Background: an optimization exercise with open tools, aiming at small area. Do not read the settings as production practice. The RTL of this run was laid out without a check of its function.

`flow/config.mk`:
```
export PLATFORM = sky130hd
export DESIGN_NAME = HDR_4f
export DESIGN_NICKNAME = HDR_4f
export VERILOG_FILES = /design/flow/design.v
export SDC_FILE = /design/flow/constraint.sdc
export NUM_CORES = 4
export LEC_CHECK = 0
export CAP_MARGIN = 20
export CORE_MARGIN = 2
export CORE_UTILIZATION = 40
export PLACE_DENSITY = 0.6
export SLEW_MARGIN = 20
```
`flow/constraint.sdc`:
```
create_clock -name core_clock -period 5.0 [get_ports {clk}]
set_input_delay 1.0000 -clock core_clock [delete_from_list [all_inputs] [get_ports {clk}]]
set_output_delay 1.0000 -clock core_clock [all_outputs]
set_load 0.01 [all_outputs]
```
`flow/design.v`:
```
module weight_sum_rom
(
  input  wire       clka ,
  input  wire [7:0] addra,
  output reg  [7:0] douta
);
  reg [7:0] rom_q;
  always @(*)
  begin
    case (addra)
      8'd0: rom_q = 8'h00;
      8'd1: rom_q = 8'h00;
      8'd2: rom_q = 8'h00;
      8'd3: rom_q = 8'h00;
      8'd4: rom_q = 8'h00;
      8'd5: rom_q = 8'h00;
      8'd6: rom_q = 8'h00;
      8'd7: rom_q = 8'h00;
      8'd8: rom_q = 8'h00;
      8'd9: rom_q = 8'h00;
      8'd10: rom_q = 8'h00;
      8'd11: rom_q = 8'h00;
      8'd12: rom_q = 8'h00;
      8'd13: rom_q = 8'h00;
      8'd14: rom_q = 8'h00;
      8'd15: rom_q = 8'h00;
      8'd16: rom_q = 8'h00;
      8'd17: rom_q = 8'h00;
      8'd18: rom_q = 8'h00;
      8'd19: rom_q = 8'h01;
      8'd20: rom_q = 8'h01;
      8'd21: rom_q = 8'h01;
      8'd22: rom_q = 8'h01;
      8'd23: rom_q = 8'h01;
      8'd24: rom_q = 8'h01;
      8'd25: rom_q = 8'h01;
      8'd26: rom_q = 8'h01;
      8'd27: rom_q = 8'h01;
      8'd28: rom_q = 8'h01;
      8'd29: rom_q = 8'h02;
      8'd30: rom_q = 8'h02;
      8'd31: rom_q = 8'h02;
      8'd32: rom_q = 8'h02;
      8'd33: rom_q = 8'h02;
      8'd34: rom_q = 8'h03;
      8'd35: rom_q = 8'h03;
      8'd36: rom_q = 8'h03;
      8'd37: rom_q = 8'h03;
      8'd38: rom_q = 8'h04;
      8'd39: rom_q = 8'h04;
      8'd40: rom_q = 8'h05;
      8'd41: rom_q = 8'h05;
      8'd42: rom_q = 8'h06;
      8'd43: rom_q = 8'h06;
      8'd44: rom_q = 8'h07;
      8'd45: rom_q = 8'h07;
      8'd46: rom_q = 8'h08;
      8'd47: rom_q = 8'h09;
      8'd48: rom_q = 8'h09;
      8'd49: rom_q = 8'h0A;
      8'd50: rom_q = 8'h0B;
      8'd51: rom_q = 8'h0C;
      8'd52: rom_q = 8'h0D;
      8'd53: rom_q = 8'h0E;
      8'd54: rom_q = 8'h0F;
      8'd55: rom_q = 8'h10;
      8'd56: rom_q = 8'h12;
      8'd57: rom_q = 8'h13;
      8'd58: rom_q = 8'h14;
      8'd59: rom_q = 8'h16;
      8'd60: rom_q = 8'h18;
      8'd61: rom_q = 8'h19;
      8'd62: rom_q = 8'h1B;
      8'd63: rom_q = 8'h1D;
      8'd64: rom_q = 8'h1F;
      8'd65: rom_q = 8'h21;
      8'd66: rom_q = 8'h24;
      8'd67: rom_q = 8'h26;
      8'd68: rom_q = 8'h28;
      8'd69: rom_q = 8'h2B;
      8'd70: rom_q = 8'h2E;
      8'd71: rom_q = 8'h30;
      8'd72: rom_q = 8'h33;
      8'd73: rom_q = 8'h36;
      8'd74: rom_q = 8'h3A;
      8'd75: rom_q = 8'h3D;
      8'd76: rom_q = 8'h40;
      8'd77: rom_q = 8'h44;
      8'd78: rom_q = 8'h47;
      8'd79: rom_q = 8'h4B;
      8'd80: rom_q = 8'h4F;
      8'd81: rom_q = 8'h53;
      8'd82: rom_q = 8'h57;
      8'd83: rom_q = 8'h5B;
      8'd84: rom_q = 8'h60;
      8'd85: rom_q = 8'h64;
      8'd86: rom_q = 8'h69;
      8'd87: rom_q = 8'h6D;
      8'd88: rom_q = 8'h72;
      8'd89: rom_q = 8'h77;
      8'd90: rom_q = 8'h7B;
      8'd91: rom_q = 8'h80;
      8'd92: rom_q = 8'h85;
      8'd93: rom_q = 8'h8A;
      8'd94: rom_q = 8'h8F;
      8'd95: rom_q = 8'h94;
      8'd96: rom_q = 8'h99;
      8'd97: rom_q = 8'h9E;
      8'd98: rom_q = 8'hA3;
      8'd99: rom_q = 8'hA8;
      8'd100: rom_q = 8'hAD;
      8'd101: rom_q = 8'hB2;
      8'd102: rom_q = 8'hB7;
      8'd103: rom_q = 8'hBC;
      8'd104: rom_q = 8'hC1;
      8'd105: rom_q = 8'hC5;
      8'd106: rom_q = 8'hCA;
      8'd107: rom_q = 8'hCE;
      8'd108: rom_q = 8'hD3;
      8'd109: rom_q = 8'hD7;
      8'd110: rom_q = 8'hDB;
      8'd111: rom_q = 8'hDF;
      8'd112: rom_q = 8'hE2;
      8'd113: rom_q = 8'hE6;
      8'd114: rom_q = 8'hE9;
      8'd115: rom_q = 8'hEC;
      8'd116: rom_q = 8'hEF;
      8'd117: rom_q = 8'hF2;
      8'd118: rom_q = 8'hF4;
      8'd119: rom_q = 8'hF6;
      8'd120: rom_q = 8'hF8;
      8'd121: rom_q = 8'hFA;
      8'd122: rom_q = 8'hFC;
      8'd123: rom_q = 8'hFD;
      8'd124: rom_q = 8'hFE;
      8'd125: rom_q = 8'hFE;
      8'd126: rom_q = 8'hFF;
      8'd127: rom_q = 8'hFF;
      8'd128: rom_q = 8'hFF;
      8'd129: rom_q = 8'hFE;
      8'd130: rom_q = 8'hFE;
      8'd131: rom_q = 8'hFD;
      8'd132: rom_q = 8'hFC;
      8'd133: rom_q = 8'hFA;
      8'd134: rom_q = 8'hF8;
      8'd135: rom_q = 8'hF6;
      8'd136: rom_q = 8'hF4;
      8'd137: rom_q = 8'hF2;
      8'd138: rom_q = 8'hEF;
      8'd139: rom_q = 8'hEC;
      8'd140: rom_q = 8'hE9;
      8'd141: rom_q = 8'hE6;
      8'd142: rom_q = 8'hE2;
      8'd143: rom_q = 8'hDF;
      8'd144: rom_q = 8'hDB;
      8'd145: rom_q = 8'hD7;
      8'd146: rom_q = 8'hD3;
      8'd147: rom_q = 8'hCE;
      8'd148: rom_q = 8'hCA;
      8'd149: rom_q = 8'hC5;
      8'd150: rom_q = 8'hC1;
      8'd151: rom_q = 8'hBC;
      8'd152: rom_q = 8'hB7;
      8'd153: rom_q = 8'hB2;
      8'd154: rom_q = 8'hAD;
      8'd155: rom_q = 8'hA8;
      8'd156: rom_q = 8'hA3;
      8'd157: rom_q = 8'h9E;
      8'd158: rom_q = 8'h99;
      8'd159: rom_q = 8'h94;
      8'd160: rom_q = 8'h8F;
      8'd161: rom_q = 8'h8A;
      8'd162: rom_q = 8'h85;
      8'd163: rom_q = 8'h80;
      8'd164: rom_q = 8'h7B;
      8'd165: rom_q = 8'h77;
      8'd166: rom_q = 8'h72;
      8'd167: rom_q = 8'h6D;
      8'd168: rom_q = 8'h69;
      8'd169: rom_q = 8'h64;
      8'd170: rom_q = 8'h60;
      8'd171: rom_q = 8'h5B;
      8'd172: rom_q = 8'h57;
      8'd173: rom_q = 8'h53;
      8'd174: rom_q = 8'h4F;
      8'd175: rom_q = 8'h4B;
      8'd176: rom_q = 8'h47;
      8'd177: rom_q = 8'h44;
      8'd178: rom_q = 8'h40;
      8'd179: rom_q = 8'h3D;
      8'd180: rom_q = 8'h3A;
      8'd181: rom_q = 8'h36;
      8'd182: rom_q = 8'h33;
      8'd183: rom_q = 8'h30;
      8'd184: rom_q = 8'h2E;
      8'd185: rom_q = 8'h2B;
      8'd186: rom_q = 8'h28;
      8'd187: rom_q = 8'h26;
      8'd188: rom_q = 8'h24;
      8'd189: rom_q = 8'h21;
      8'd190: rom_q = 8'h1F;
      8'd191: rom_q = 8'h1D;
      8'd192: rom_q = 8'h1B;
      8'd193: rom_q = 8'h19;
      8'd194: rom_q = 8'h18;
      8'd195: rom_q = 8'h16;
      8'd196: rom_q = 8'h14;
      8'd197: rom_q = 8'h13;
      8'd198: rom_q = 8'h12;
      8'd199: rom_q = 8'h10;
      8'd200: rom_q = 8'h0F;
      8'd201: rom_q = 8'h0E;
      8'd202: rom_q = 8'h0D;
      8'd203: rom_q = 8'h0C;
      8'd204: rom_q = 8'h0B;
      8'd205: rom_q = 8'h0A;
      8'd206: rom_q = 8'h09;
      8'd207: rom_q = 8'h09;
      8'd208: rom_q = 8'h08;
      8'd209: rom_q = 8'h07;
      8'd210: rom_q = 8'h07;
      8'd211: rom_q = 8'h06;
      8'd212: rom_q = 8'h06;
      8'd213: rom_q = 8'h05;
      8'd214: rom_q = 8'h05;
      8'd215: rom_q = 8'h04;
      8'd216: rom_q = 8'h04;
      8'd217: rom_q = 8'h03;
      8'd218: rom_q = 8'h03;
      8'd219: rom_q = 8'h03;
      8'd220: rom_q = 8'h03;
      8'd221: rom_q = 8'h02;
      8'd222: rom_q = 8'h02;
      8'd223: rom_q = 8'h02;
      8'd224: rom_q = 8'h02;
      8'd225: rom_q = 8'h02;
      8'd226: rom_q = 8'h01;
      8'd227: rom_q = 8'h01;
      8'd228: rom_q = 8'h01;
      8'd229: rom_q = 8'h01;
      8'd230: rom_q = 8'h01;
      8'd231: rom_q = 8'h01;
      8'd232: rom_q = 8'h01;
      8'd233: rom_q = 8'h01;
      8'd234: rom_q = 8'h01;
      8'd235: rom_q = 8'h01;
      8'd236: rom_q = 8'h00;
      8'd237: rom_q = 8'h00;
      8'd238: rom_q = 8'h00;
      8'd239: rom_q = 8'h00;
      8'd240: rom_q = 8'h00;
      8'd241: rom_q = 8'h00;
      8'd242: rom_q = 8'h00;
      8'd243: rom_q = 8'h00;
      8'd244: rom_q = 8'h00;
      8'd245: rom_q = 8'h00;
      8'd246: rom_q = 8'h00;
      8'd247: rom_q = 8'h00;
      8'd248: rom_q = 8'h00;
      8'd249: rom_q = 8'h00;
      8'd250: rom_q = 8'h00;
      8'd251: rom_q = 8'h00;
      8'd252: rom_q = 8'h00;
      8'd253: rom_q = 8'h00;
      8'd254: rom_q = 8'h00;
      8'd255: rom_q = 8'h00;
      default: rom_q = 8'h00;
    endcase
  end
  always @(posedge clka)
    douta <= rom_q;
endmodule
`timescale 1ns / 10ps
module div_uu(clk, ena, z, d, q, s, div0, ovf);
	parameter z_width = 16;
	parameter d_width = z_width /2;
	input clk;                
	input ena;                
	input  [z_width -1:0] z;  
	input  [d_width -1:0] d;  
	output [d_width -1:0] q;  
	output [d_width -1:0] s;  
	output div0;
	output ovf;
	reg [d_width-1:0] q;
	reg [d_width-1:0] s;
	reg div0;
	reg ovf;
	function [z_width:0] gen_s;
		input [z_width:0] si;
		input [z_width:0] di;
	begin
	  if(si[z_width])
	    gen_s = {si[z_width-1:0], 1'b0} + di;
	  else
	    gen_s = {si[z_width-1:0], 1'b0} - di;
	end
	endfunction
	function [d_width-1:0] gen_q;
		input [d_width-1:0] qi;
		input [z_width:0] si;
	begin
	  gen_q = {qi[d_width-2:0], ~si[z_width]};
	end
	endfunction
	function [d_width-1:0] assign_s;
		input [z_width:0] si;
		input [z_width:0] di;
		reg [z_width:0] tmp;
	begin
	  if(si[z_width])
	    tmp = si + di;
	  else
	    tmp = si;
	  assign_s = tmp[z_width-1:z_width-d_width];
	end
	endfunction
	wire [z_width:0] d_pipe [d_width:0];
	wire [z_width:0] s_pipe [d_width:0];
	wire [d_width-1:0] q_pipe [d_width-1:0];
	wire [d_width:0] div0_pipe, ovf_pipe;
	assign d_pipe[0] = {1'b0, d, {(z_width-d_width){1'b0}} };
	assign s_pipe[0] = {1'b0, z};
	assign q_pipe[0] = {d_width{1'b0}};
	assign ovf_pipe[0]  = !(z[z_width-1:d_width] < d);
	assign div0_pipe[0] = ~|d;
	genvar g;
	generate
	  for (g=1; g <= d_width; g=g+1)
	  begin: stage
	    reg [z_width:0] d_r;
	    reg [z_width:0] s_r;
	    reg             ovf_r, div0_r;
	    always @(posedge clk)
	      if(ena)
	      begin
	        d_r    <= d_pipe[g-1];
	        s_r    <= gen_s(s_pipe[g-1], d_pipe[g-1]);
	        ovf_r  <= ovf_pipe[g-1];
	        div0_r <= div0_pipe[g-1];
	      end
	    assign d_pipe[g]    = d_r;
	    assign s_pipe[g]    = s_r;
	    assign ovf_pipe[g]  = ovf_r;
	    assign div0_pipe[g] = div0_r;
	  end
	  for (g=1; g < d_width; g=g+1)
	  begin: qstage
	    reg [d_width-1:0] q_r;
	    always @(posedge clk)
	      if(ena)
	        q_r <= gen_q(q_pipe[g-1], s_pipe[g]);
	    assign q_pipe[g] = q_r;
	  end
	endgenerate
	always @(posedge clk)
	  if(ena)
	    ovf <= ovf_pipe[d_width];
	always @(posedge clk)
	  if(ena)
	    div0 <= div0_pipe[d_width];
	always @(posedge clk)
	  if(ena)
	    q <= gen_q(q_pipe[d_width-1], s_pipe[d_width]);
	always @(posedge clk)
	  if(ena)
	    s <= assign_s(s_pipe[d_width], d_pipe[d_width]);
endmodule
`timescale 1ns / 10ps
module div_su(clk, ena, z, d, q, s, div0, ovf);
	parameter z_width = 16;
	parameter d_width = z_width /2;
	input clk;               
	input ena;               
	input  [z_width-1:0] z;  
	input  [d_width-1:0] d;  
	output [d_width  :0] q;  
	output [d_width  :0] s;  
	output div0;
	output ovf;
	reg [d_width:0] q, s;
	reg div0;
	reg ovf;
	reg [z_width -1:0] iz;
	reg [d_width -1:0] id;
	reg [d_width +1:0] spipe;
	wire [d_width -1:0] iq, is;
	wire                idiv0, iovf;
	always @(posedge clk)
	  if (ena)
	    id <= d;
	always @(posedge clk)
	  if (ena)
	    if (z[z_width-1])
	       iz <= ~z +1'h1;
	    else
	       iz <= z;
	integer n;
	always @(posedge clk)
	  if(ena)
	  begin
	      spipe[0] <= z[z_width-1];
	      for(n=1; n <= d_width+1; n=n+1)
	         spipe[n] <= spipe[n-1];
	  end
	div_uu #(z_width, d_width)
	divider (
		.clk(clk),
		.ena(ena),
		.z(iz),
		.d(id),
		.q(iq),
		.s(is),
		.div0(idiv0),
		.ovf(iovf)
	);
	always @(posedge clk)
	  if(ena)
	    if(spipe[d_width+1])
	    begin
	        q <= (~iq) + 1'h1;
	        s <= (~is) + 1'h1;
	    end
	    else
	    begin
	        q <= {1'b0, iq};
	        s <= {1'b0, is};
	    end
	always @(posedge clk)
	  if(ena)
	  begin
	      div0 <= idiv0;
	      ovf  <= iovf;
	  end
endmodule
`timescale 1ps / 1ps
module HDR_4f  
#(
  parameter  C_DATA_WIDTH              = 24
)
(
  input  wire                    reset       , 
  input  wire                    clk         , 
  input  wire                    data_in_VS  , 
  input  wire                    data_in_HS  , 
  input  wire                    data_in_DE  , 
  input  wire [C_DATA_WIDTH-1:0] data_in_B   ,  
  input  wire [C_DATA_WIDTH-1:0] data_in_MH  , 
  input  wire [C_DATA_WIDTH-1:0] data_in_ML  ,
  input  wire [C_DATA_WIDTH-1:0] data_in_D   ,  
  output wire                    data_out_VS , 
  output wire                    data_out_HS , 
  output wire                    data_out_DE , 
  output wire [C_DATA_WIDTH+5:0] data_out    
) ;
	localparam PER_CH_DATA_W = C_DATA_WIDTH/3;
	localparam PERCENT30_1024  = 10'd341;
	wire [PER_CH_DATA_W-1:0] dataBr;
	wire [PER_CH_DATA_W-1:0] dataBg;
	wire [PER_CH_DATA_W-1:0] dataBb;
	wire [PER_CH_DATA_W-1:0] dataMHr;
	wire [PER_CH_DATA_W-1:0] dataMHg;
	wire [PER_CH_DATA_W-1:0] dataMHb;
	wire [PER_CH_DATA_W-1:0] dataMLr;
	wire [PER_CH_DATA_W-1:0] dataMLg;
	wire [PER_CH_DATA_W-1:0] dataMLb;
	wire [PER_CH_DATA_W-1:0] dataDr;
	wire [PER_CH_DATA_W-1:0] dataDg;
	wire [PER_CH_DATA_W-1:0] dataDb;
	reg  [PER_CH_DATA_W-1:0] dataBb_d ; 
  reg  [PER_CH_DATA_W-1:0] dataMHb_d; 
  reg  [PER_CH_DATA_W-1:0] dataMLb_d; 
  reg  [PER_CH_DATA_W-1:0] dataDb_d ; 
	reg  [C_DATA_WIDTH-1:0] data_B_d1 ;  
  reg  [C_DATA_WIDTH-1:0] data_MH_d1; 
  reg  [C_DATA_WIDTH-1:0] data_ML_d1;
  reg  [C_DATA_WIDTH-1:0] data_D_d1 ;  
  reg  [C_DATA_WIDTH-1:0] data_B_d2 ;  
  reg  [C_DATA_WIDTH-1:0] data_MH_d2; 
  reg  [C_DATA_WIDTH-1:0] data_ML_d2;
  reg  [C_DATA_WIDTH-1:0] data_D_d2 ;  
  reg  [C_DATA_WIDTH-1:0] data_B_d3 ;  
  reg  [C_DATA_WIDTH-1:0] data_MH_d3; 
  reg  [C_DATA_WIDTH-1:0] data_ML_d3;
  reg  [C_DATA_WIDTH-1:0] data_D_d3 ;  
  reg  [C_DATA_WIDTH-1:0] data_B_d4 ;  
  reg  [C_DATA_WIDTH-1:0] data_MH_d4; 
  reg  [C_DATA_WIDTH-1:0] data_ML_d4;
  reg  [C_DATA_WIDTH-1:0] data_D_d4 ;  
  reg  [C_DATA_WIDTH-1:0] data_B_d5 ;  
  reg  [C_DATA_WIDTH-1:0] data_MH_d5; 
  reg  [C_DATA_WIDTH-1:0] data_ML_d5;
  reg  [C_DATA_WIDTH-1:0] data_D_d5 ;  
  wire [PER_CH_DATA_W-1:0] dataBr_d5;
	wire [PER_CH_DATA_W-1:0] dataBg_d5;
	wire [PER_CH_DATA_W-1:0] dataBb_d5;
	wire [PER_CH_DATA_W-1:0] dataMHr_d5;
	wire [PER_CH_DATA_W-1:0] dataMHg_d5;
	wire [PER_CH_DATA_W-1:0] dataMHb_d5;
	wire [PER_CH_DATA_W-1:0] dataMLr_d5;
	wire [PER_CH_DATA_W-1:0] dataMLg_d5;
	wire [PER_CH_DATA_W-1:0] dataMLb_d5;
	wire [PER_CH_DATA_W-1:0] dataDr_d5;
	wire [PER_CH_DATA_W-1:0] dataDg_d5;
	wire [PER_CH_DATA_W-1:0] dataDb_d5;
	reg  [PER_CH_DATA_W  :0] dataBMr_t1;
	reg  [PER_CH_DATA_W  :0] dataBMg_t1;
	reg  [PER_CH_DATA_W  :0] dataBMb_t1;   
	reg  [PER_CH_DATA_W  :0] dataMDr_t1;
	reg  [PER_CH_DATA_W  :0] dataMDg_t1;
	reg  [PER_CH_DATA_W  :0] dataMDb_t1;   
	reg  [PER_CH_DATA_W+1:0] dataBMDr_t2;
	reg  [PER_CH_DATA_W+1:0] dataBMDg_t2;
	reg  [PER_CH_DATA_W+1:0] dataBMDb_t2;
	reg  [PER_CH_DATA_W+2:0] dataBMDrg_t3;
	reg  [PER_CH_DATA_W+1:0] dataBMDb_t3;
	reg  [PER_CH_DATA_W+3:0] dataBMDrgb_t4;
	reg  [PER_CH_DATA_W  :0] dataBrg ;
  reg  [PER_CH_DATA_W  :0] dataMHrg;
  reg  [PER_CH_DATA_W  :0] dataMLrg;
  reg  [PER_CH_DATA_W  :0] dataDrg ;
  reg  [PER_CH_DATA_W+1:0] dataBrgb ;
  reg  [PER_CH_DATA_W+1:0] dataMHrgb;
  reg  [PER_CH_DATA_W+1:0] dataMLrgb;
  reg  [PER_CH_DATA_W+1:0] dataDrgb ;
	reg  [PER_CH_DATA_W+13:0] L_HDR_t1;
	reg  [PER_CH_DATA_W+11:0] L_B_t1;
  reg  [PER_CH_DATA_W+11:0] L_MH_t1;
  reg  [PER_CH_DATA_W+11:0] L_ML_t1;
  reg  [PER_CH_DATA_W+11:0] L_D_t1;
  reg  [PER_CH_DATA_W+1:0] L_HDR_t2;
	reg  [PER_CH_DATA_W-1:0] L_B_t2;
  reg  [PER_CH_DATA_W-1:0] L_MH_t2;
  reg  [PER_CH_DATA_W-1:0] L_ML_t2;
  reg  [PER_CH_DATA_W-1:0] L_D_t2;
  wire [PER_CH_DATA_W-1:0] w_B_t1 ;
  wire [PER_CH_DATA_W-1:0] w_MH_t1;
  wire [PER_CH_DATA_W-1:0] w_ML_t1;
  wire [PER_CH_DATA_W-1:0] w_D_t1 ;
	assign dataBr  = data_in_B[C_DATA_WIDTH-1:2*PER_CH_DATA_W];
	assign dataBg  = data_in_B[2*PER_CH_DATA_W-1:PER_CH_DATA_W];
	assign dataBb  = data_in_B[PER_CH_DATA_W-1:0];
	assign dataMHr = data_in_MH[C_DATA_WIDTH-1:2*PER_CH_DATA_W]; 
	assign dataMHg = data_in_MH[2*PER_CH_DATA_W-1:PER_CH_DATA_W];
	assign dataMHb = data_in_MH[PER_CH_DATA_W-1:0];              
	assign dataMLr = data_in_ML[C_DATA_WIDTH-1:2*PER_CH_DATA_W]; 
	assign dataMLg = data_in_ML[2*PER_CH_DATA_W-1:PER_CH_DATA_W];
	assign dataMLb = data_in_ML[PER_CH_DATA_W-1:0];     
	assign dataDr  = data_in_D[C_DATA_WIDTH-1:2*PER_CH_DATA_W]; 
	assign dataDg  = data_in_D[2*PER_CH_DATA_W-1:PER_CH_DATA_W];
	assign dataDb  = data_in_D[PER_CH_DATA_W-1:0];   
  always@(posedge clk or posedge reset)
	begin
		if(reset)	
		begin
			data_B_d1   <= 0;
			data_MH_d1  <= 0;
			data_ML_d1  <= 0;
			data_D_d1   <= 0;
			data_B_d2   <= 0;
			data_MH_d2  <= 0;
			data_ML_d2  <= 0;
			data_D_d2   <= 0;
			data_B_d3   <= 0;
			data_MH_d3  <= 0;
			data_ML_d3  <= 0;
			data_D_d3   <= 0;
			data_B_d4   <= 0;
			data_MH_d4  <= 0;
			data_ML_d4  <= 0;
			data_D_d4   <= 0;
			data_B_d5   <= 0;
			data_MH_d5  <= 0;
			data_ML_d5  <= 0;
			data_D_d5   <= 0;
		end
		else
		begin
			data_B_d1   <= data_in_B ;
			data_MH_d1  <= data_in_MH;
			data_ML_d1  <= data_in_ML;
			data_D_d1   <= data_in_D ;
			data_B_d2   <= data_B_d1 ;
			data_MH_d2  <= data_MH_d1;
			data_ML_d2  <= data_ML_d1;
			data_D_d2   <= data_D_d1 ;
			data_B_d3   <= data_B_d2 ;
			data_MH_d3  <= data_MH_d2;
			data_ML_d3  <= data_ML_d2;
			data_D_d3   <= data_D_d2 ;
			data_B_d4   <= data_B_d3 ;
			data_MH_d4  <= data_MH_d3;
			data_ML_d4  <= data_ML_d3;
			data_D_d4   <= data_D_d3 ;
			data_B_d5   <= data_B_d4 ;
			data_MH_d5  <= data_MH_d4;
			data_ML_d5  <= data_ML_d4;
			data_D_d5   <= data_D_d4 ;
		end
	end
	assign dataBr_d5  = data_B_d5[C_DATA_WIDTH-1:2*PER_CH_DATA_W];
	assign dataBg_d5  = data_B_d5[2*PER_CH_DATA_W-1:PER_CH_DATA_W];
	assign dataBb_d5  = data_B_d5[PER_CH_DATA_W-1:0];
	assign dataMHr_d5 = data_MH_d5[C_DATA_WIDTH-1:2*PER_CH_DATA_W]; 
	assign dataMHg_d5 = data_MH_d5[2*PER_CH_DATA_W-1:PER_CH_DATA_W];
	assign dataMHb_d5 = data_MH_d5[PER_CH_DATA_W-1:0];              
	assign dataMLr_d5 = data_ML_d5[C_DATA_WIDTH-1:2*PER_CH_DATA_W]; 
	assign dataMLg_d5 = data_ML_d5[2*PER_CH_DATA_W-1:PER_CH_DATA_W];
	assign dataMLb_d5 = data_ML_d5[PER_CH_DATA_W-1:0];     
	assign dataDr_d5  = data_D_d5[C_DATA_WIDTH-1:2*PER_CH_DATA_W]; 
	assign dataDg_d5  = data_D_d5[2*PER_CH_DATA_W-1:PER_CH_DATA_W];
	assign dataDb_d5  = data_D_d5[PER_CH_DATA_W-1:0];
	always@(posedge clk or posedge reset)
	begin
		if(reset)	
		begin
			dataBMr_t1  <= 0;
			dataBMg_t1  <= 0;
			dataBMb_t1  <= 0;
			dataMDr_t1  <= 0;
			dataMDg_t1  <= 0;
			dataMDb_t1  <= 0; 
		end
		else
		begin
			dataBMr_t1  <= dataBr + dataMHr;
			dataBMg_t1  <= dataBg + dataMHg;
			dataBMb_t1  <= dataBb + dataMHb;
			dataMDr_t1  <= dataMLr + dataDr;
			dataMDg_t1  <= dataMLg + dataDg;
			dataMDb_t1  <= dataMLb + dataDb;  
		end
	end
	always@(posedge clk or posedge reset)
	begin
		if(reset)	
		begin
			dataBMDr_t2  <= 0;
			dataBMDg_t2  <= 0;
			dataBMDb_t2  <= 0;
		end
		else
		begin
			dataBMDr_t2  <= dataBMr_t1 + dataMDr_t1;
			dataBMDg_t2  <= dataBMg_t1 + dataMDg_t1;
			dataBMDb_t2  <= dataBMb_t1 + dataMDb_t1;
		end
	end
	always@(posedge clk or posedge reset)
	begin
		if(reset)	
		begin
			dataBMDrg_t3 <= 0;
			dataBMDb_t3  <= 0;
			dataBMDrgb_t4 <= 0;
			L_HDR_t1 <= 0;
			L_HDR_t2 <= 0;
		end
		else
		begin
			dataBMDrg_t3 <= dataBMDr_t2 + dataBMDg_t2;
			dataBMDb_t3  <= dataBMDb_t2;
			dataBMDrgb_t4  <= dataBMDrg_t3 + dataBMDb_t3;
			L_HDR_t1 <= dataBMDrgb_t4 * PERCENT30_1024;
			L_HDR_t2 <= L_HDR_t1[19:10] + L_HDR_t1[9];
		end
	end
	localparam L_HDR_delay = 17;
	reg  [L_HDR_delay-1:0] L_HDR_shift [PER_CH_DATA_W+1:0];
  wire [PER_CH_DATA_W+1:0] L_HDR_d15;
	genvar i;
  generate
     for (i=0; i<PER_CH_DATA_W+2; i=i+1) 
     begin: L_HDR_d
        always @(posedge clk or posedge reset)
        begin
        	if(reset)
        	begin
        		L_HDR_shift[i] <= {L_HDR_delay{1'b0}};
        	end
        	else
        	begin
        		L_HDR_shift[i] <= {L_HDR_shift[i][L_HDR_delay-2:0], L_HDR_t2[i]};
        	end              
        end
        assign L_HDR_d15[i] = L_HDR_shift[i][L_HDR_delay-1];
     end
  endgenerate
	always@(posedge clk or posedge reset)
	begin
		if(reset)	
		begin
			dataBrg  <= 0;
			dataMHrg <= 0;
			dataMLrg <= 0;
			dataDrg  <= 0;
			dataBb_d  <= 0;
			dataMHb_d <= 0;
			dataMLb_d <= 0;
			dataDb_d  <= 0;
		end
		else
		begin
			dataBrg  <= dataBr  + dataBg;
			dataMHrg <= dataMHr + dataMHg;
			dataMLrg <= dataMLr + dataMLg;
			dataDrg  <= dataDr  + dataDg;
			dataBb_d   <= dataBb ;
			dataMHb_d  <= dataMHb;
			dataMLb_d  <= dataMLb;
			dataDb_d   <= dataDb ;
		end
	end
	always@(posedge clk or posedge reset)
	begin
		if(reset)	
		begin
			dataBrgb  <= 0;
			dataMHrgb <= 0;
			dataMLrgb <= 0;
			dataDrgb  <= 0;
			L_B_t1    <= 0;
  		L_MH_t1   <= 0;
  		L_ML_t1   <= 0;
  		L_D_t1    <= 0;
  		L_B_t2    <= 0;
  		L_MH_t2   <= 0;
  		L_ML_t2   <= 0;
  		L_D_t2    <= 0;
		end
		else
		begin
			dataBrgb  <= dataBrg  + dataBb_d;
			dataMHrgb <= dataMHrg + dataMHb_d;
			dataMLrgb <= dataMLrg + dataMLb_d;
			dataDrgb  <= dataDrg  + dataDb_d;
			L_B_t1    <= dataBrgb  * PERCENT30_1024;
  		L_MH_t1   <= dataMHrgb * PERCENT30_1024;
  		L_ML_t1   <= dataMLrgb * PERCENT30_1024;
  		L_D_t1    <= dataDrgb  * PERCENT30_1024;
  		L_B_t2    <= L_B_t1[17:10]  + L_B_t1[9];
  		L_MH_t2   <= L_MH_t1[17:10] + L_MH_t1[9];
  		L_ML_t2   <= L_ML_t1[17:10] + L_ML_t1[9];
  		L_D_t2    <= L_D_t1[17:10]  + L_D_t1[9];
		end
	end
	weight_sum_rom
	uB_weight_sum_rom
	(
  	.clka (clk   ),  
  	.addra(L_B_t2),  
  	.douta(w_B_t1)  
	);
	weight_sum_rom
	uMH_weight_sum_rom
	(
  	.clka (clk   ),  
  	.addra(L_MH_t2),  
  	.douta(w_MH_t1)  
	);
	weight_sum_rom
	uML_weight_sum_rom
	(
  	.clka (clk   ),  
  	.addra(L_ML_t2),  
  	.douta(w_ML_t1)  
	);
	weight_sum_rom
	uD_weight_sum_rom
	(
  	.clka (clk   ),  
  	.addra(L_D_t2),  
  	.douta(w_D_t1)  
	);
	reg  [PER_CH_DATA_W+8-1:0] w_B_r ;
	reg  [PER_CH_DATA_W+8-1:0] w_MH_r;
	reg  [PER_CH_DATA_W+8-1:0] w_ML_r;
	reg  [PER_CH_DATA_W+8-1:0] w_D_r ;
	reg  [PER_CH_DATA_W+8-1:0] w_B_g ;
	reg  [PER_CH_DATA_W+8-1:0] w_MH_g;
	reg  [PER_CH_DATA_W+8-1:0] w_ML_g;
	reg  [PER_CH_DATA_W+8-1:0] w_D_g ;
	reg  [PER_CH_DATA_W+8-1:0] w_B_b ;
	reg  [PER_CH_DATA_W+8-1:0] w_MH_b;
	reg  [PER_CH_DATA_W+8-1:0] w_ML_b;
	reg  [PER_CH_DATA_W+8-1:0] w_D_b ;
	reg  [PER_CH_DATA_W+8  :0] w_BM_r ;
	reg  [PER_CH_DATA_W+8  :0] w_MD_r ;
	reg  [PER_CH_DATA_W+8+1:0] w_BMD_r;
	reg  [PER_CH_DATA_W+8+2:0] w_BMD_rp;
	reg  [PER_CH_DATA_W+8  :0] w_BM_g ;
	reg  [PER_CH_DATA_W+8  :0] w_MD_g ;
	reg  [PER_CH_DATA_W+8+1:0] w_BMD_g;
	reg  [PER_CH_DATA_W+8+2:0] w_BMD_gp;
	reg  [PER_CH_DATA_W+8  :0] w_BM_b ;
	reg  [PER_CH_DATA_W+8  :0] w_MD_b ;
	reg  [PER_CH_DATA_W+8+1:0] w_BMD_b;
	reg  [PER_CH_DATA_W+8+2:0] w_BMD_bp;
	reg  [7+1:0] w_BM ;
	reg  [7+1:0] w_MD ;
	reg  [7+2:0] w_BMD;
	reg  [7+2:0] w_BMD_d1;
	reg  [7+2:0] w_BMD_d2;
	always@(posedge clk or posedge reset)
	begin
		if(reset)
		begin
			w_B_r  <= 0;
			w_MH_r <= 0;
			w_ML_r <= 0;
			w_D_r  <= 0;
			w_B_g  <= 0;
			w_MH_g <= 0;
			w_ML_g <= 0;
			w_D_g  <= 0;
			w_B_b  <= 0;
			w_MH_b <= 0;
			w_ML_b <= 0;
			w_D_b  <= 0;
			w_BM_r <= 0;
			w_MD_r <= 0;
			w_BMD_r<= 0;
			w_BMD_rp<= 0;
			w_BM_g <= 0;
			w_MD_g <= 0;
			w_BMD_g<= 0;
			w_BMD_gp<= 0;
			w_BM_b <= 0;
			w_MD_b <= 0;
			w_BMD_b<= 0;
			w_BMD_bp<= 0;
			w_BM   <= 0;
			w_MD   <= 0;
			w_BMD  <= 0;
			w_BMD_d1 <= 0;
			w_BMD_d2 <= 0;
		end
		else
		begin
			w_B_r  <= w_B_t1 *dataBr_d5 ;
			w_MH_r <= w_MH_t1*dataMHr_d5;
			w_ML_r <= w_ML_t1*dataMLr_d5;
			w_D_r  <= w_D_t1 *dataDr_d5 ;
			w_B_g  <= w_B_t1 *dataBg_d5 ;
			w_MH_g <= w_MH_t1*dataMHg_d5;
			w_ML_g <= w_ML_t1*dataMLg_d5;
			w_D_g  <= w_D_t1 *dataDg_d5 ;
			w_B_b  <= w_B_t1 *dataBb_d5 ;
			w_MH_b <= w_MH_t1*dataMHb_d5;
			w_ML_b <= w_ML_t1*dataMLb_d5;
			w_D_b  <= w_D_t1 *dataDb_d5 ;
			w_BM_r <= w_B_r +w_MH_r;
			w_MD_r <= w_ML_r+w_D_r ;
			w_BMD_r<= w_BM_r+w_MD_r;
			w_BMD_rp<= w_BMD_r; 
			w_BM_g <= w_B_g +w_MH_g;
			w_MD_g <= w_ML_g+w_D_g ;
			w_BMD_g<= w_BM_g+w_MD_g;
			w_BMD_gp<= w_BMD_g; 
			w_BM_b <= w_B_b +w_MH_b;
			w_MD_b <= w_ML_b+w_D_b ;
			w_BMD_b<= w_BM_b+w_MD_b;
			w_BMD_bp<= w_BMD_b; 
			w_BM   <= w_B_t1+w_MH_t1;
			w_MD   <= w_ML_t1+w_D_t1;
			w_BMD  <= w_BM+w_MD;
			w_BMD_d1 <= w_BMD;
			w_BMD_d2 <= w_BMD_d1;
		end
	end
	wire [PER_CH_DATA_W+2:0] Rc_t;
	wire [PER_CH_DATA_W+2:0] Gc_t;
	wire [PER_CH_DATA_W+2:0] Bc_t;
	reg  [PER_CH_DATA_W-1:0] Rc;
	reg  [PER_CH_DATA_W-1:0] Gc;
	reg  [PER_CH_DATA_W-1:0] Bc;
	div_su  
	#(
		.z_width(2*(PER_CH_DATA_W+2)),
		.d_width(PER_CH_DATA_W+2)
	)
	u_div_R 
	(
		.clk    (clk           ),
		.ena    (1'b1          ),
		.z      ({1'd0,w_BMD_rp}), 
		.d      (w_BMD_d2      ),  
		.q      (Rc_t          ),
		.s      (              ),
		.div0   (              ),
		.ovf    (              )
	);
	div_su  
	#(
		.z_width(2*(PER_CH_DATA_W+2)),
		.d_width(PER_CH_DATA_W+2)
	)
	u_div_G 
	(
		.clk    (clk           ),
		.ena    (1'b1          ),
		.z      ({1'd0,w_BMD_gp}), 
		.d      (w_BMD_d2      ),  
		.q      (Gc_t          ),
		.s      (              ),
		.div0   (              ),
		.ovf    (              )
	);
	div_su  
	#(
		.z_width(2*(PER_CH_DATA_W+2)),
		.d_width(PER_CH_DATA_W+2)
	)
	u_div_B 
	(
		.clk    (clk           ),
		.ena    (1'b1          ),
		.z      ({1'd0,w_BMD_bp}), 
		.d      (w_BMD_d2      ),  
		.q      (Bc_t          ),
		.s      (              ),
		.div0   (              ),
		.ovf    (              )
	);
	always@(posedge clk or posedge reset)
	begin
		if(reset)
		begin
			Rc <= 0;
			Gc <= 0;
			Bc <= 0;
		end
		else
		begin
			if(Rc_t[PER_CH_DATA_W])
			begin
				Rc <= {PER_CH_DATA_W{1'b1}};
			end
			else
			begin
				Rc <= Rc_t[PER_CH_DATA_W+1:0];
			end
			if(Gc_t[PER_CH_DATA_W])
			begin
				Gc <= {PER_CH_DATA_W{1'b1}};
			end
			else
			begin
				Gc <= Gc_t[PER_CH_DATA_W+1:0];
			end
			if(Bc_t[PER_CH_DATA_W])
			begin
				Bc <= {PER_CH_DATA_W{1'b1}};
			end
			else
			begin
				Bc <= Bc_t[PER_CH_DATA_W+1:0];
			end
		end
	end
	reg  [PER_CH_DATA_W+9:0] RcLhdr_t1;
	reg  [PER_CH_DATA_W+9:0] GcLhdr_t1;
	reg  [PER_CH_DATA_W+9:0] BcLhdr_t1;
	reg  [PER_CH_DATA_W+9:0] RcLhdr_t2;
	reg  [PER_CH_DATA_W+9:0] GcLhdr_t2;
	reg  [PER_CH_DATA_W+9:0] BcLhdr_t2;
	reg  [PER_CH_DATA_W+9:0] RcLhdr_t3;
	reg  [PER_CH_DATA_W+9:0] GcLhdr_t3;
	reg  [PER_CH_DATA_W+9:0] BcLhdr_t3;
	reg  [PER_CH_DATA_W+9:0] RcLhdr_t4;
	reg  [PER_CH_DATA_W+9:0] GcLhdr_t4;
	reg  [PER_CH_DATA_W+9:0] BcLhdr_t4;
	always@(posedge clk or posedge reset)
	begin
		if(reset)
		begin
			RcLhdr_t1 <= 0;
			GcLhdr_t1 <= 0;
			BcLhdr_t1 <= 0;
			RcLhdr_t2 <= 0;
			GcLhdr_t2 <= 0;
			BcLhdr_t2 <= 0;
			RcLhdr_t3 <= 0;
			GcLhdr_t3 <= 0;
			BcLhdr_t3 <= 0;
			RcLhdr_t4 <= 0;
			GcLhdr_t4 <= 0;
			BcLhdr_t4 <= 0;
		end
		else
		begin
			RcLhdr_t1 <= Rc*L_HDR_d15;
			GcLhdr_t1 <= Gc*L_HDR_d15;
			BcLhdr_t1 <= Bc*L_HDR_d15;
			RcLhdr_t2 <= RcLhdr_t1;
			GcLhdr_t2 <= GcLhdr_t1;
			BcLhdr_t2 <= BcLhdr_t1;
			RcLhdr_t3 <= RcLhdr_t2;
			GcLhdr_t3 <= GcLhdr_t2;
			BcLhdr_t3 <= BcLhdr_t2;
			RcLhdr_t4 <= RcLhdr_t3;
			GcLhdr_t4 <= GcLhdr_t3;
			BcLhdr_t4 <= BcLhdr_t3;
		end
	end
	reg  [PER_CH_DATA_W  :0] L_c_rg;
	reg  [PER_CH_DATA_W-1:0] L_c_b_d;
	reg  [PER_CH_DATA_W+1:0] L_c_rgb;
	reg  [PER_CH_DATA_W+11:0] L_c_rgb_t1;
	reg  [PER_CH_DATA_W-1:0]  L_c_rgb_t2;
	always@(posedge clk or posedge reset)
	begin
		if(reset)	
		begin
			L_c_rg   <= 0;
			L_c_b_d  <= 0;
			L_c_rgb  <= 0;
			L_c_rgb_t1 <= 0;
			L_c_rgb_t2 <= 0;
		end
		else
		begin
			L_c_rg  <= Rc+Gc;
			L_c_b_d <= Bc;
			L_c_rgb <= L_c_rg+L_c_b_d;
			L_c_rgb_t1 <= L_c_rgb * PERCENT30_1024;
			L_c_rgb_t2 <= L_c_rgb_t1[17:10] + L_c_rgb_t1[9];
		end
	end
	wire [PER_CH_DATA_W+2:0] Rt_t;
	wire [PER_CH_DATA_W+2:0] Gt_t;
	wire [PER_CH_DATA_W+2:0] Bt_t;
	wire [PER_CH_DATA_W+1:0] Rt;
	wire [PER_CH_DATA_W+1:0] Gt;
	wire [PER_CH_DATA_W+1:0] Bt;
	div_su  
	#(
		.z_width(2*(PER_CH_DATA_W+2)),
		.d_width(PER_CH_DATA_W+2)
	)
	u_div_Rc
	(
		.clk    (clk              ),
		.ena    (1'b1             ),
		.z      ({2'd0,RcLhdr_t4} ),
		.d      ({2'd0,L_c_rgb_t2}),
		.q      (Rt_t             ),
		.s      (                 ),
		.div0   (                 ),
		.ovf    (                 )
	);
	div_su  
	#(
		.z_width(2*(PER_CH_DATA_W+2)),
		.d_width(PER_CH_DATA_W+2)
	)
	u_div_Gc
	(
		.clk    (clk              ),
		.ena    (1'b1             ),
		.z      ({2'd0,GcLhdr_t4} ),
		.d      ({2'd0,L_c_rgb_t2}),
		.q      (Gt_t             ),
		.s      (                 ),
		.div0   (                 ),
		.ovf    (                 )
	);
	div_su  
	#(
		.z_width(2*(PER_CH_DATA_W+2)),
		.d_width(PER_CH_DATA_W+2)
	)
	u_div_Bc
	(
		.clk    (clk              ),
		.ena    (1'b1             ),
		.z      ({2'd0,BcLhdr_t4} ),
		.d      ({2'd0,L_c_rgb_t2}),
		.q      (Bt_t             ),
		.s      (                 ),
		.div0   (                 ),
		.ovf    (                 )
	);
	assign Rt = Rt_t[PER_CH_DATA_W+1:0];
	assign Gt = Gt_t[PER_CH_DATA_W+1:0];
	assign Bt = Bt_t[PER_CH_DATA_W+1:0];
	localparam total_delay = 40;
	reg  [total_delay-1:0] VS_d;
	reg  [total_delay-1:0] HS_d;
	reg  [total_delay-1:0] DE_d;
	always@(posedge clk or posedge reset)
	begin
		if(reset)
		begin
			VS_d <= {total_delay{1'b1}};
			HS_d <= {total_delay{1'b1}};
			DE_d <= 0;
		end
		else
		begin
			VS_d <= {VS_d[total_delay-2:0],data_in_VS};
			HS_d <= {HS_d[total_delay-2:0],data_in_HS};
			DE_d <= {DE_d[total_delay-2:0],data_in_DE};
		end
	end
	assign data_out_VS = VS_d[total_delay-1];                     
	assign data_out_HS = HS_d[total_delay-1];                     
	assign data_out_DE = DE_d[total_delay-1];                     
	assign data_out    = {Rt,Gt,Bt};
endmodule
```
`flow/run.sh`:
```
#!/bin/bash
# synth_recipe.tcl (not shown) runs the flow's synth.tcl, then flattens the netlist and writes it again
# the make line also repeats each setting of config.mk as NAME=value (left out here)
make -C /OpenROAD-flow-scripts/flow DESIGN_CONFIG=/design/flow/config.mk WORK_HOME=/design/flow/orfs CLKGATE_MAP_FILE= SYNTH_SCRIPT=/design/flow/synth_recipe.tcl finish
```
==> results.sh <==
export IMPL_avgRoutedWirePerCell_um=16.4
export IMPL_grt_max_degree=119
export IMPL_fp_row_count=237
export IMPL_min_from="u_div_B.divider.qstage[7].q_r[5]"
export IMPL_skew_ns=0.0578
export IMPL_period_share_pct=94.8
export IMPL_crit_type="register to register"
export IMPL_synth_cell_type_count=99
export IMPL_synthCells=15200
export IMPL_coreArea_um2=417000
export IMPL_hp_class="register to register"
export IMPL_holdPathStages=0
export IMPL_wirelength_um=349000
export IMPL_design_portCount=134
export IMPL_cts_max_path_buffers=4
export IMPL_grt_busiest_layer="met2"
export IMPL_use_met2_pct=27.5
export IMPL_ys_ff_latch=3330
export IMPL_vias_per_cell=4.79
export IMPL_start_kind="register"
export IMPL_syn_cell_area_um2=168000
export IMPL_async_flop_share_pct=53.6
export IMPL_path_cells="buf_12 > and2_1 > fa_1 > fa_1 > inv_1 > fa_1 > fa_1 > inv_1 > ha_1 > o21ai_0 > a21boi_0 > o211ai_1 > nor2b_1 > o311ai_1 > xnor2_1"
export IMPL_grt_pass1_wl_um=569000
export IMPL_synth_area_leaders="dfrtp_1 25%, dfxtp_1 18%, ha_1 14%"
export IMPL_antenna_found_initial=29
export IMPL_finalHoldViolCount=0
export IMPL_area_growth_pct=12.2
export IMPL_num_fill_cells=38500
export IMPL_final_antenna_net_count=0
export IMPL_arrival_ns=5.56
export IMPL_end_kind="register"
export IMPL_fin_nets=18200
export IMPL_holdPathEnd="u_div_B.divider.qstage[8].q_r[6]"
export IMPL_use_met1_pct=22.9
export IMPL_relSlewSlack_pct=31.8
export IMPL_vias=102000
export IMPL_first_iter_violations=5686
export IMPL_cts_root_buf="clkbuf_16"
export IMPL_place_detailed_hpwl_um=270000
export IMPL_drv_cap=0
export IMPL_synth_edff_count=0
export IMPL_avgSynthCellArea_um2=11.0
export IMPL_place_inst=20600
export IMPL_period_needed_ns=4.74
export IMPL_cp_max_fo=16
export IMPL_yosys_warnings=5
export IMPL_setup_viol=0
export IMPL_drv_slew=0
export IMPL_worstPathRequired_ns=5.82
export IMPL_htree_levels=5
export IMPL_synth_top_area_share_pct=25.5
export IMPL_cts_buffers=349
export IMPL_finalNonFillerCells=21300
export IMPL_grt_setup_unrepaired="no"
export IMPL_route_detailed_drc=0
export IMPL_yosysSeqAreaShare_pct=45.2
export IMPL_finalSetupTns_ns=0
export IMPL_worstSkewPairLatency_ns=0.94
export IMPL_grt_pass1_vias=105000
export IMPL_cts_tree="done"
export IMPL_worst_pin_slew_ns=1.02
export IMPL_synth_most_common_cell="ha_1"
export IMPL_reg2reg_depth=15
export IMPL_met3_usage_pct=1.82
export IMPL_clkTransAtPathRegs_ns=0.06
export IMPL_cpMostUsedCell="fa_1"
export IMPL_gr_usage_all_layers_pct=16.6
export IMPL_initial_core_util_pct=40.2
export IMPL_grt_ovfl_total=0
export IMPL_dr_pass1_iters=5
export IMPL_synthTopCellsByCount="1825 x ha_1, 1706 x dfrtp_1, 1566 x inv_1"
export IMPL_gp_congestion=0.873
export IMPL_r2r_slack_ns=0.26
export IMPL_hold_buffers=0
export IMPL_post_route_cells_drive_above_1_share_pct=6.78
export IMPL_die_w_um=651
export IMPL_synth_nets=17900
export IMPL_max_stage_delay_ns=0.50
export IMPL_fmax_mhz=211
export IMPL_r2r_end="RcLhdr_t1[17]"
export IMPL_outcome="finished clean"
export IMPL_postCtsSetupBuffers=0
export IMPL_yosysTopAreaCell="dfrtp_1"
export IMPL_cts_sinks=3330
export IMPL_die_h_um=651
export IMPL_port_buffers=133
export IMPL_synth_main_ff_cell="dfrtp_1"
export IMPL_reg2reg_from="L_HDR_shift[3][16]"
export IMPL_cp_slowest_cell="dfrtp_1"
export IMPL_die_area_um2=424000
==> per-layer routing <==
| layer | part of all wire [%] | wire length (um) |
|---|---|---|
| met5 | 0 | 0 |
| met2 | 46 | 162000 |
| met3 | 3.4 | 11700 |
| met4 | 3.1 | 10700 |
| met1 | 47 | 165000 |
==> logic make-up after synthesis <==
group                    count (synthesis)  synth area share, %
buffers and inverters                 1942                 4.40
adder cells (fa/ha/maj)               2598                 22.8
multiplexers                           100                0.745
AND/OR/NAND/NOR                       3585                 10.7
flip-flops                            3330                 45.2
AO/OA/AOI/OAI                         2266                 8.82
XOR/XNOR                              1391                 7.27
==> per-stage QoR <==
step                instance area (um2)  utilization, %  hold WS (ns)  worst slack [ns]
floorplan                        168000               -         0.310            -20.71
global placement                 176000            42.2         0.310             0.273
detailed placement               176000            42.2         0.312             0.171
CTS                              188000            45.1         0.286             0.158
global route                     188000            45.1         0.300            0.0320
finish                           188000            45.1         0.280             0.262
==> placed cells by master, fill, tap and decap left out, types with 71 or more instances in the layout <==
master | netlist | routed
xnor2_1 | 828 | 828
dfrtp_1 | 1706 | 1701
ha_1 | 1825 | 1825
o21bai_1 | 113 | 113
clkbuf_16 | 0 | 349
clkdlybuf4s50_1 | 0 | 133
inv_1 | 1566 | 1565
dfstp_2 | 80 | 80
nand2_1 | 614 | 614
o211ai_1 | 74 | 74
nor2b_1 | 151 | 151
nand2b_1 | 83 | 83
buf_4 | 3 | 129
nor2_1 | 1177 | 1177
dfxtp_1 | 1544 | 1542
xor2_1 | 563 | 563
fa_1 | 771 | 771
o21ai_0 | 460 | 460
nand3_1 | 114 | 114
a21o_1 | 214 | 214
and2_1 | 889 | 889
nor3_1 | 250 | 250
o21a_1 | 121 | 121
a211oi_1 | 71 | 71
a21oi_1 | 711 | 711
==> area by class of cell <==
cell class                 instances  area, um2  share of cell area (%)
clock buffer                     451       9540                    5.07
inverter                        1574       5910                    3.14
sequential                      3330      75700                    40.3
clock inverter                   191       2680                    1.42
tap                             5497       6880                    3.66
multi-input combinational       9940      84500                    44.9
timing repair buffer             287       2800                    1.49
antenna                            3       7.51                 0.00399
==> worst max-delay path by stage <==
stage,from,to
after floorplan,reset,BcLhdr_t1[0]
after global placement,uMH_weight_sum_rom.douta[3],w_MH_b[15]
after detailed placement,L_HDR_shift[5][16],GcLhdr_t1[17]
after CTS,L_HDR_shift[5][16],GcLhdr_t1[17]
after global routing,Gc[4],GcLhdr_t1[17]
final,L_HDR_shift[3][16],RcLhdr_t1[17]
==> worst max-delay path: cells and delay by family, from the launching register on <==
kind	cells	cell delay, ns
compound gates	4	1.08
xor+xnor	1	0.13
fa+ha+maj	5	2.22
buf+inv	3	0.31
flops	1	0.50
simple gates	2	0.38
==> state kept, by name (all words and copies together), names as in the netlist, 90 cells and up <==
signal and flops:
u_div_G.divider.stage.s_r 145, u_div_Bc.divider.stage.s_r 144, u_div_Rc.divider.stage.s_r 144, u_div_B.divider.stage.s_r 145, L_HDR_shift 170, u_div_Gc.divider.stage.s_r 144, u_div_R.divider.stage.d_r 90, u_div_R.divider.stage.s_r 145
==> timing repair <==
| action | CTS | global route |
|---|---|---|
| setup endpoints to repair | 0 | 3 |
| resized for setup | 0 | 3 |
| hold endpoints to repair | 0 | 0 |

[what the ideal ports hide]
No port has a modelled driver above. Below, the same layout with a new extraction and two added sets of constraints.
Step 1 assumes that a clkbuf_16 drives the clock port and a buf_2 every other input.
Step 2 adds t to the input delays and takes it off the output delays; t is the mean of the earliest and latest rising clock arrival at the registers after step 1. Input paths then give back, and output paths get back, about the clock's delay inside the block.
Three values: ideal ports, drivers, drivers and shift; two values: the first two.
t (ns): 1.029
setup WS [ns]: 0.262 / 0.262 / 0.262
hold WS [ns]: 0.280 / 0.280 / 0.280
worst slew at a driven data input, ns: 0.04
pins driven straight from the clock port: 1
After both steps setup and hold are still met in this run. The setup slack of this run moves by 0.000 ns with the drivers and by 0.000 ns with both steps.
